From an optimization exercise on the open Yosys and OpenROAD flow, aimed at small area and few clock cycles; shortcuts taken in it are not production practice.
Function was checked by simulation only, so behaviour that the tests miss may differ from the original.
Power is estimated from default activity; no workload was simulated.

File: design/flow/config.mk
export PLATFORM = sky130hd
export DESIGN_NAME = LCD_CTRL
export DESIGN_NICKNAME = LCD_CTRL
export VERILOG_FILES = /design/flow/design.v
export SDC_FILE = /design/flow/constraint.sdc
export NUM_CORES = 4
export LEC_CHECK = 0
export CAP_MARGIN = 20
export CORE_MARGIN = 2
export CORE_UTILIZATION = 30
export PLACE_DENSITY = 0.35
export SLEW_MARGIN = 20
File: design/flow/constraint.sdc
create_clock -name core_clock -period 10.0 [get_ports {clk}]
set_input_delay 2.0000 -clock core_clock [delete_from_list [all_inputs] [get_ports {clk}]]
set_output_delay 2.0000 -clock core_clock [all_outputs]
set_load 0.01 [all_outputs]
File: design/flow/design.v
module LCD_CTRL(clk, reset, IROM_Q, cmd, cmd_valid, IROM_EN, IROM_A, IRB_RW, IRB_D, IRB_A, busy, done);
input            clk;
input            reset;
input      [7:0] IROM_Q;
input      [3:0] cmd;
input            cmd_valid;
output reg       IROM_EN;
output     [5:0] IROM_A;
output reg       IRB_RW;
output     [7:0] IRB_D;
output     [5:0] IRB_A;
output reg       busy;
output reg       done;
reg        [2:0] state, nx_state;
reg        [6:0] cnt;
reg              cnt_re, cnt_en;
reg        [3:0] ctrl1, ctrl2, ctrl3, ctrl4;
reg        [7:0] position [3:0];
reg        [8:0] buffer [63:0];
wire       [9:0] average;
integer          i;
assign           IROM_A = cnt[5:0];
assign           IRB_A  = cnt[5:0];
parameter  [2:0] ST_IN = 3'b000,
		         ST_RE = 3'b001,
		         ST_OP = 3'b010,
	             ST_WR = 3'b011,
		         ST_DO = 3'b100;
always@ (posedge clk or posedge reset) begin
	if (reset)
            state <= ST_IN;
	else
	    state <= nx_state;
end
always@ (*) begin
	nx_state  = state;
	case(state)
 	    ST_IN  : nx_state = ST_RE;
	    ST_RE  : nx_state = cnt[6]              ? ST_OP : ST_RE;
	    ST_OP  : nx_state = (cmd_valid & ~|cmd) ? ST_WR : ST_OP;
	    ST_WR  : nx_state = cnt[6]              ? ST_DO : ST_WR;
	    ST_DO  : begin end    
	endcase
end
always@ (*) begin
	busy      = 1'b1;
	done      = 1'b0;
	IROM_EN   = 1'b1;
	IRB_RW    = 1'b1;
	cnt_re    = 1'b0;
	cnt_en    = 1'b0;
	case(state)
		ST_IN : begin
			busy      = 1'b1;
			done      = 1'b0;
			IROM_EN   = 1'b1;
			IRB_RW    = 1'b1;
			cnt_re    = 1'b0;
			cnt_en    = 1'b0;
		end
		ST_RE : begin
			busy      = 1'b1;
			done      = 1'b0;
			IROM_EN   = 1'b0;
			IRB_RW    = 1'b1;
			cnt_re    = cnt[6];
			cnt_en    = 1'b1;
		end
		ST_OP : begin
			busy      = 1'b0;
			done      = 1'b0;
			IROM_EN   = 1'b1;
			IRB_RW    = 1'b1;
			cnt_re    = 1'b0;
			cnt_en    = 1'b0;
		end
		ST_WR : begin
			busy      = 1'b1;
			done      = 1'b0;
			IROM_EN   = 1'b1;
			IRB_RW    = 1'b0;
			cnt_re    = cnt[6];
			cnt_en    = 1'b1;
		end
		ST_DO : begin
			busy      = 1'b0;
			done      = 1'b1;
			IROM_EN   = 1'b1;
			IRB_RW    = 1'b1;
			cnt_re    = 1'b0;
			cnt_en    = 1'b0;
		end
	endcase
end
always@ (posedge clk or posedge reset) begin
	if (reset)
        cnt     <= 7'b0;
	else begin
	    if (cnt_re)
		    cnt <= 7'b0;
	    else if (cnt_en) 
		    cnt <= cnt + 7'b1;
	end
end
assign    IRB_D  = (state == ST_WR) ? buffer[cnt[5:0]] : 8'b00000000;
parameter [3:0] CTRL_SU   = 4'b1110,
                CTRL_SD   = 4'b0001,
                CTRL_SL   = 4'b0010,
                CTRL_SR   = 4'b0011,
                CTRL_AV   = 4'b0100,
                CTRL_DOWN = 4'b0101,
                CTRL_UP   = 4'b0110,
                CTRL_RIGHT= 4'b0111,
                CTRL_LEFT = 4'b1000,
                CTRL_RE   = 4'b1001,
                CTRL_EN   = 4'b1010,
                CTRL_DE   = 4'b1011,
                CTRL_TH   = 4'b1100,
                CTRL_INTH = 4'b1101;
always@ (*) begin
	ctrl1 = 4'b0000;
	ctrl2 = 4'b0000;
	ctrl3 = 4'b0000;
	ctrl4 = 4'b0000;
	if (state == ST_OP && cmd_valid) begin
		case (cmd) 
		4'b0001 : begin
			ctrl1 = CTRL_SU;
			ctrl2 = CTRL_SU;
			ctrl3 = CTRL_SU;
			ctrl4 = CTRL_SU;
		end
		4'b0010 : begin
			ctrl1 = CTRL_SD;
			ctrl2 = CTRL_SD;
			ctrl3 = CTRL_SD;
			ctrl4 = CTRL_SD;
		end
		4'b0011 : begin
			ctrl1 = CTRL_SL;
			ctrl2 = CTRL_SL;
			ctrl3 = CTRL_SL;
			ctrl4 = CTRL_SL;
		end
		4'b0100 : begin
			ctrl1 = CTRL_SR;
			ctrl2 = CTRL_SR;
			ctrl3 = CTRL_SR;
			ctrl4 = CTRL_SR;
		end
		4'b0101 : begin
			ctrl1 = CTRL_AV;
			ctrl2 = CTRL_AV;
			ctrl3 = CTRL_AV;
			ctrl4 = CTRL_AV;
		end
		4'b0110 : begin
		    ctrl1 = CTRL_DOWN;
			ctrl2 = CTRL_DOWN;
		    ctrl3 = CTRL_UP;
			ctrl4 = CTRL_UP;
		end
		4'b0111 : begin
		    ctrl1 = CTRL_RIGHT;
			ctrl2 = CTRL_LEFT;
		    ctrl3 = CTRL_RIGHT;
			ctrl4 = CTRL_LEFT;
		end
		4'b1000 : begin
			ctrl1 = CTRL_RE;
			ctrl2 = CTRL_RE;
			ctrl3 = CTRL_RE;
			ctrl4 = CTRL_RE;
		end
		4'b1001 : begin
			ctrl1 = CTRL_EN;
			ctrl2 = CTRL_EN;
			ctrl3 = CTRL_EN;
			ctrl4 = CTRL_EN;
		end
		4'b1010: begin
			ctrl1 = CTRL_DE;
			ctrl2 = CTRL_DE;
			ctrl3 = CTRL_DE;
			ctrl4 = CTRL_DE;
		end
		4'b1011: begin
			ctrl1 = CTRL_TH;
			ctrl2 = CTRL_TH;
			ctrl3 = CTRL_TH;
			ctrl4 = CTRL_TH;
		end
		4'b1100: begin
			ctrl1 = CTRL_INTH;
			ctrl2 = CTRL_INTH;
			ctrl3 = CTRL_INTH;
			ctrl4 = CTRL_INTH;
		end
		endcase
	end
end
always@ (posedge clk) begin 						
    if (reset) begin
        position[0] <= 27;
        position[1] <= 28;
        position[2] <= 35;
        position[3] <= 36;
    end
    else begin
        case (ctrl1)
            CTRL_SU   :  position[0] <= (position[0] >= 8) ? position[0] - 8 : position[0];
            CTRL_SD   :  position[0] <= (position[3] <= 55) ? position[0] + 8 : position[0];
            CTRL_SL   :  position[0] <= ((position[0] != 0) & (position[0] != 8) & (position[0] != 16) & (position[0] != 24) & (position[0] != 32) & (position[0] != 40) & (position[0] != 48) & (position[0] != 56)) ? position[0] - 1 : position[0];
            CTRL_SR   :  position[0] <= ((position[1] != 7) & (position[1] != 15) & (position[1] != 23) & (position[1] != 31) & (position[1] != 39) & (position[1] != 47) & (position[1] != 55)) ? position[0] + 1 : position[0];
            CTRL_RE   :  position[0] <= 27;
        endcase 
        case (ctrl2)
            CTRL_SU   :  position[1] <= (position[0] >= 8) ? position[1] - 8 : position[1];
            CTRL_SD   :  position[1] <= (position[3] <= 55) ? position[1] + 8 : position[1];
            CTRL_SL   :  position[1] <= ((position[0] != 0) & (position[0] != 8) & (position[0] != 16) & (position[0] != 24) & (position[0] != 32) & (position[0] != 40) & (position[0] != 48) & (position[0] != 56)) ? position[1] - 1 : position[1];
            CTRL_SR   :  position[1] <= ((position[1] != 7) & (position[1] != 15) & (position[1] != 23) & (position[1] != 31) & (position[1] != 39) & (position[1] != 47) & (position[1] != 55)) ? position[1] + 1 : position[1];
            CTRL_RE   :  position[1] <= 28;
        endcase 
        case (ctrl3)
            CTRL_SU   :  position[2] <= (position[0] >= 8) ? position[2] - 8 : position[2];
            CTRL_SD   :  position[2] <= (position[3] <= 55) ? position[2] + 8 : position[2];
            CTRL_SL   :  position[2] <= ((position[0] != 0) & (position[0] != 8) & (position[0] != 16) & (position[0] != 24) & (position[0] != 32) & (position[0] != 40) & (position[0] != 48) & (position[0] != 56)) ? position[2] - 1 : position[2];
            CTRL_SR   :  position[2] <= ((position[1] != 7) & (position[1] != 15) & (position[1] != 23) & (position[1] != 31) & (position[1] != 39) & (position[1] != 47) & (position[1] != 55)) ? position[2] + 1 : position[2];
            CTRL_RE   :  position[2] <= 35;
        endcase 
        case (ctrl4)
            CTRL_SU   :  position[3] <= (position[0] >= 8) ? position[3] - 8 : position[3];
            CTRL_SD   :  position[3] <= (position[3] <= 55) ? position[3] + 8 : position[3];
            CTRL_SL   :  position[3] <= ((position[0] != 0) & (position[0] != 8) & (position[0] != 16) & (position[0] != 24) & (position[0] != 32) & (position[0] != 40) & (position[0] != 48) & (position[0] != 56)) ? position[3] - 1 : position[3];
            CTRL_SR   :  position[3] <= ((position[1] != 7) & (position[1] != 15) & (position[1] != 23) & (position[1] != 31) & (position[1] != 39) & (position[1] != 47) & (position[1] != 55)) ? position[3] + 1 : position[3];
            CTRL_RE   :  position[3] <= 36;
        endcase 
    end
end
assign average = (buffer[position[0]] + buffer[position[1]] + buffer[position[2]] + buffer[position[3]]) >> 2;
always@ (posedge clk) begin 						
    if (reset) begin
        for (i = 0; i <= 63; i = i + 1)
            buffer[i] <= 9'b0;
    end
    else begin
        if (state == ST_RE && cnt != 7'b0)  begin
            buffer[cnt[5:0] - 6'd1] <= {1'b0, IROM_Q};
        end
        else if (state == ST_OP) begin
            case (ctrl1)
                CTRL_DOWN :  buffer[position[0]] <= buffer[position[2]];
                CTRL_RIGHT:  buffer[position[0]] <= buffer[position[1]];
                CTRL_AV   :  buffer[position[0]] <= average[8:0];
                CTRL_EN   :  buffer[position[0]] <= (buffer[position[0]] + 64 > 255) ? 255 : buffer[position[0]] + 64; 
                CTRL_DE   :  buffer[position[0]] <= (buffer[position[0]] - 64 > 255)   ? 9'b0: buffer[position[0]] - 64;
                CTRL_TH   :  buffer[position[0]] <= (buffer[position[0]] > 128)      ? 255 : 0;
                CTRL_INTH :  buffer[position[0]] <= (buffer[position[0]] < 128)      ? 255 : 0;
            endcase 
            case (ctrl2)
                CTRL_DOWN :  buffer[position[1]] <= buffer[position[3]];
                CTRL_LEFT :  buffer[position[1]] <= buffer[position[0]];
                CTRL_AV   :  buffer[position[1]] <= average[8:0];
                CTRL_EN   :  buffer[position[1]] <= (buffer[position[1]] + 64 > 255) ? 255 : buffer[position[1]] + 64; 
                CTRL_DE   :  buffer[position[1]] <= (buffer[position[1]] - 64 > 255)   ? 9'b0: buffer[position[1]] - 64;
                CTRL_TH   :  buffer[position[1]] <= (buffer[position[1]] > 128)      ? 255 : 0;
                CTRL_INTH :  buffer[position[1]] <= (buffer[position[1]] < 128)      ? 255 : 0;
            endcase 
            case (ctrl3)
                CTRL_UP   :  buffer[position[2]] <= buffer[position[0]];
                CTRL_RIGHT:  buffer[position[2]] <= buffer[position[3]];
                CTRL_AV   :  buffer[position[2]] <= average[8:0];
                CTRL_EN   :  buffer[position[2]] <= (buffer[position[2]] + 64 > 255) ? 255 : buffer[position[2]] + 64; 
                CTRL_DE   :  buffer[position[2]] <= (buffer[position[2]] - 64 > 255)   ? 9'b0: buffer[position[2]] - 64;
                CTRL_TH   :  buffer[position[2]] <= (buffer[position[2]] > 128)      ? 255 : 0;
                CTRL_INTH :  buffer[position[2]] <= (buffer[position[2]] < 128)      ? 255 : 0;
            endcase 
            case (ctrl4)
                CTRL_UP   :  buffer[position[3]] <= buffer[position[1]];
                CTRL_LEFT :  buffer[position[3]] <= buffer[position[2]];
                CTRL_AV   :  buffer[position[3]] <= average[8:0];
                CTRL_EN   :  buffer[position[3]] <= (buffer[position[3]] + 64 > 255) ? 255 : buffer[position[3]] + 64; 
                CTRL_DE   :  buffer[position[3]] <= (buffer[position[3]] - 64 > 255)   ? 9'b0: buffer[position[3]] - 64;
                CTRL_TH   :  buffer[position[3]] <= (buffer[position[3]] > 128)      ? 255 : 0;
                CTRL_INTH :  buffer[position[3]] <= (buffer[position[3]] < 128)      ? 255 : 0;
            endcase 
        end
    end
end
endmodule
File: design/flow/run.sh
#!/bin/bash
# synth_recipe.tcl (not shown) runs the flow's synth.tcl, then flattens the netlist and writes it again
# the make line also repeats each setting of config.mk as NAME=value (left out here)
make -C /OpenROAD-flow-scripts/flow DESIGN_CONFIG=/design/flow/config.mk WORK_HOME=/design/flow/orfs CLKGATE_MAP_FILE= SYNTH_SCRIPT=/design/flow/synth_recipe.tcl finish
==> notes.md <==
- Mux contribution to synthesized area: 25.36%
- Ys flop type: edfxtp_1
- Gp weighted congestion: roughly 1.1
- Mapped Nets: approximately 7100
- Mapped cell area: slightly below 0.07 mm2
- Fmax: 105.6 MHz
- Worst Reg-to-Reg Cells: 24
- Io pins: 39
- Post-Synth XOR/XNOR Area: less than 1%
- Hpwl dp: between 400000 and 500000 um
- Main combinational cell family by area after synthesis: multiplexers
- Slew of the pin with the lowest slew margin: 1.351 ns
- Crit path to: buffer[1][7]
- Hold buffer count at cts: 0
- Synth Area in Compound Gates: 24.48%
- Vias in the first global route: about 71000
- Register area share after synthesis: a little over a quarter
- Area of the multi-input gates: between 0.04 and 0.05 mm2
- CP required: around 11 ns
- Register area: between 0.015 and 0.02 mm2
- Area grow syn2layout: 13.23%
- Maximum clock path buffer count: 3
- DR WL/cell: between 60 and 70 um
- Worst VDD drop: about 130 uV
- Yosys top cell by area: edfxtp_1
- Worst EP arrival: around 10 ns
- Yosys reg bits: 640
- Top-count cell post-synth: nand2_1
- Drt initial violations: 17660
- Root Driver: clkbuf_16
- Post-synth EDFFs: roughly 580
- Setup slack, reg-to-reg: 0.53 ns
- GRT overflow: 0
- Final Skew: 0.06599 ns
- Final cell count without fillers: a little over 10000
- List of most frequent post-synthesis cells: nand2_1, nor2_1, mux4_2
- Fraction of final layout cells sized beyond drive strength 1: 24.66%
- RSZ-0062 raised after global routing: no
- Layout net count: about 6900
- Fin crit period: around 9.5 ns
- Fin. max-slew vios: 0
- Via/cell ratio: just over 8
- Die height: about 490 um
- Fin area: between 0.07 and 0.08 mm2
- Synth Area in Adders: under 10%
- Starting Density: between 30% and 40%
- Post-synthesis area per instance: 9.969 um2
- Buffers on Ports: 38
- Yosys cell types: roughly 130
- CTS buffer count: 90
- Dpl cell area: between 0.07 and 0.08 mm2
- Yosys top cell area share: between 20 and 25%
- Mapped Cells: about 7000
- Skew-Pair Late Insertion Delay: ~0.81 ns
- Max transition margin: under 10%
- Dpl cells: 9767
- Asr flop ratio synth: around 1.6%
- Final setup viols: 0
- Clock H-tree levels: 3
- Setup CP Type: reg2reg
- Core area: ~0.23 mm2
- Final period util: a little over nine tenths
- Max FO, Critical Path: 31
- Pin count of the biggest net entering global routing: 67
- Worst slack, placed: between 0.9 and 1 ns
- Fin. Hold Viols: 0
- Worst hold path cell count: 2
- DRC violations left: 0
- DRT antenna net count: 0
- Site row count: 176
- PD cells: 101.7 mW/mm2
- Gr usage total: about half
- Antenna violations before repair: between 100 and 150
- Die width: 485.6 um
- Clk sinks: between 600 and 700
- Crit end category: register
- Post-Synth Simple-Gate Area: between 15 and 20%
- Setup_tns: 0 ns
- Via Count: 82650
- Clock transition at the registers of the reported paths: roughly 0.06 ns
- TritonCTS clock tree: yes
- Leakage: about 26 nW
- Max-cap violations: 0
- HP Class: reg2reg
- Router iterations before antenna repair: 13
- Post-CTS Setup Bufs: 0
- # resized after CTS: 0
- Worst reg2reg endpoint: buffer[1][7]
- Status: complete, no violations
- CP Launch Type: register
- Top cells by area, synth: edfxtp_1, mux4_2, mux2i_1
- First-pass GRT wire length: 798100 um
- Fill cells: roughly 23000
- Min setup slack post-route: 0.5272 ns
- Routed WL: approximately 630000 um
- Die ar.: about 0.24 mm2
- Yosys synthesis warning count: 2
[state kept, by name, indices dropped and copies added, names as in the netlist, named ones only]
name      cells
state         3
buffer      576
position     30
cnt           7
[final cells by class]
cell class	instances	share of cell area, %
inverter	122	0.5813
multi-input combinational	5495	60.61
tap	3026	4.806
clock buffer	101	2.976
antenna	171	0.5432
timing repair buffer	485	5.822
clock inverter	68	0.9291
sequential	640	23.73
[per-stage QoR]
step,hold WS [ns],utilization [%],power [W]
after global routing,0.5610,34.04,0.007980
after global placement,0.5191,32.61,0.004390
after floorplan,0.4918,-,0.003614
after detailed placement,0.5252,32.66,0.004386
after CTS,0.5351,34.00,0.007847
final,0.5325,34.20,0.008012
[how the worst min path moves through the flow]
stage,endpoint,start,slack (ns)
global route,position[1][7],position[1][7],0.56
detailed placement,position[1][7],position[1][7],0.53
CTS,position[1][7],position[1][7],0.54
global placement,position[1][7],position[1][7],0.52
finish,position[1][7],position[1][7],0.53
floorplan,position[1][7],position[1][7],0.49
[worst max-delay path, cell delays in order (launching register included)]
cell      delay, ns
dfxtp_4        0.79
buf_4          0.65
mux4_2         0.59
mux2i_1        0.55
nor3_1         0.22
a211oi_1       0.73
buf_4          0.25
o21bai_1       0.21
buf_4          0.25
fa_1           0.44
fa_1           0.49
inv_1          0.04
ha_1           0.37
nor2_1         0.09
a211oi_1       0.43
o31a_1         0.20
o21a_1         0.12
nor2_1         0.05
xnor2_1        0.20
a221oi_1       0.41
a211o_1        0.93
and2_4         0.47
buf_12         0.29
a221oi_1       0.13
nor2_1         0.19
[power breakdown]
part / internal (W) / switching, W / total, W
clock network: 0.00196 / 0.00157 / 0.00353
logic: 0.000308 / 0.000754 / 0.00106
registers: 0.00300 / 0.000416 / 0.00342
total: 0.00527 / 0.00274 / 0.00801
[cell usage in the layout (no fill, tap or decap), types with 97 or more instances in the layout]
cell type | synthesis | final
nand2_1 | 746 | 741
edfxtp_1 | 576 | 576
mux4_2 | 603 | 603
inv_1 | 103 | 103
a32oi_1 | 103 | 102
a221oi_2 | 167 | 167
a31oi_1 | 161 | 160
diode_2 | 0 | 171
a221oi_1 | 277 | 277
o22ai_1 | 97 | 97
a21oi_1 | 212 | 209
nor2_1 | 719 | 707
o21ai_0 | 244 | 242
nor3_1 | 171 | 158
a222oi_1 | 140 | 140
mux2i_1 | 360 | 358
nand3_1 | 143 | 130
buf_4 | 84 | 380
a22oi_1 | 191 | 191
[cell families (layout without fill, tap and decap cells)]
logic type / count (synthesis) / after routing
muxes: 1004 / 1004
xor gates and xnor gates: 44 / 44
AOI/OAI and AO/OA: 2099 / 2099
other: 0 / 171
and+or+nand+nor: 2266 / 2266
buffers and inverters: 844 / 776
DFF: 640 / 640
adders and majority gates: 82 / 82
[per-layer routing]
| layer | vias up | global-route usage (%) | wire length (um) |
|---|---|---|---|
| met4 | 68 | 31.80 | 45480 |
| met1 | 42300 | 65.17 | 242000 |
| met2 | 9585 | 63.94 | 231700 |
| met3 | 2085 | 33.74 | 114400 |
| met5 | - | 1.368 | 1094 |
| li1 | 28620 | - | - |
Testbench counts, summed over its fixed seeds: cycles 13,809.

[afterwards: timing with drivers on the ports]
The flow's constraints put no driver on any port. The routed layout listed below was extracted and timed again, unchanged, in two steps.
Step 1, drivers: a clkbuf_16 drives clk and a buf_2 each remaining input, both assumed.
Step 2, shift: input delay + t, output delay - t, t = (earliest + latest rising clock arrival at the registers) / 2. This alone moves slack from input paths to output paths.
Three values: no drivers, after step 1, after step 2; two values: the first two.
t, ns: 0.883
setup WS [ns]: 0.527 / 0.527 / 0.527
worst setup path at the end: register to register
slew at the worst register clock pin (ns): 0.07 / 0.07
After both steps this run still meets setup and hold. For this run, drivers alone change the setup slack by 0.000 ns; drivers and shift together by 0.000 ns.
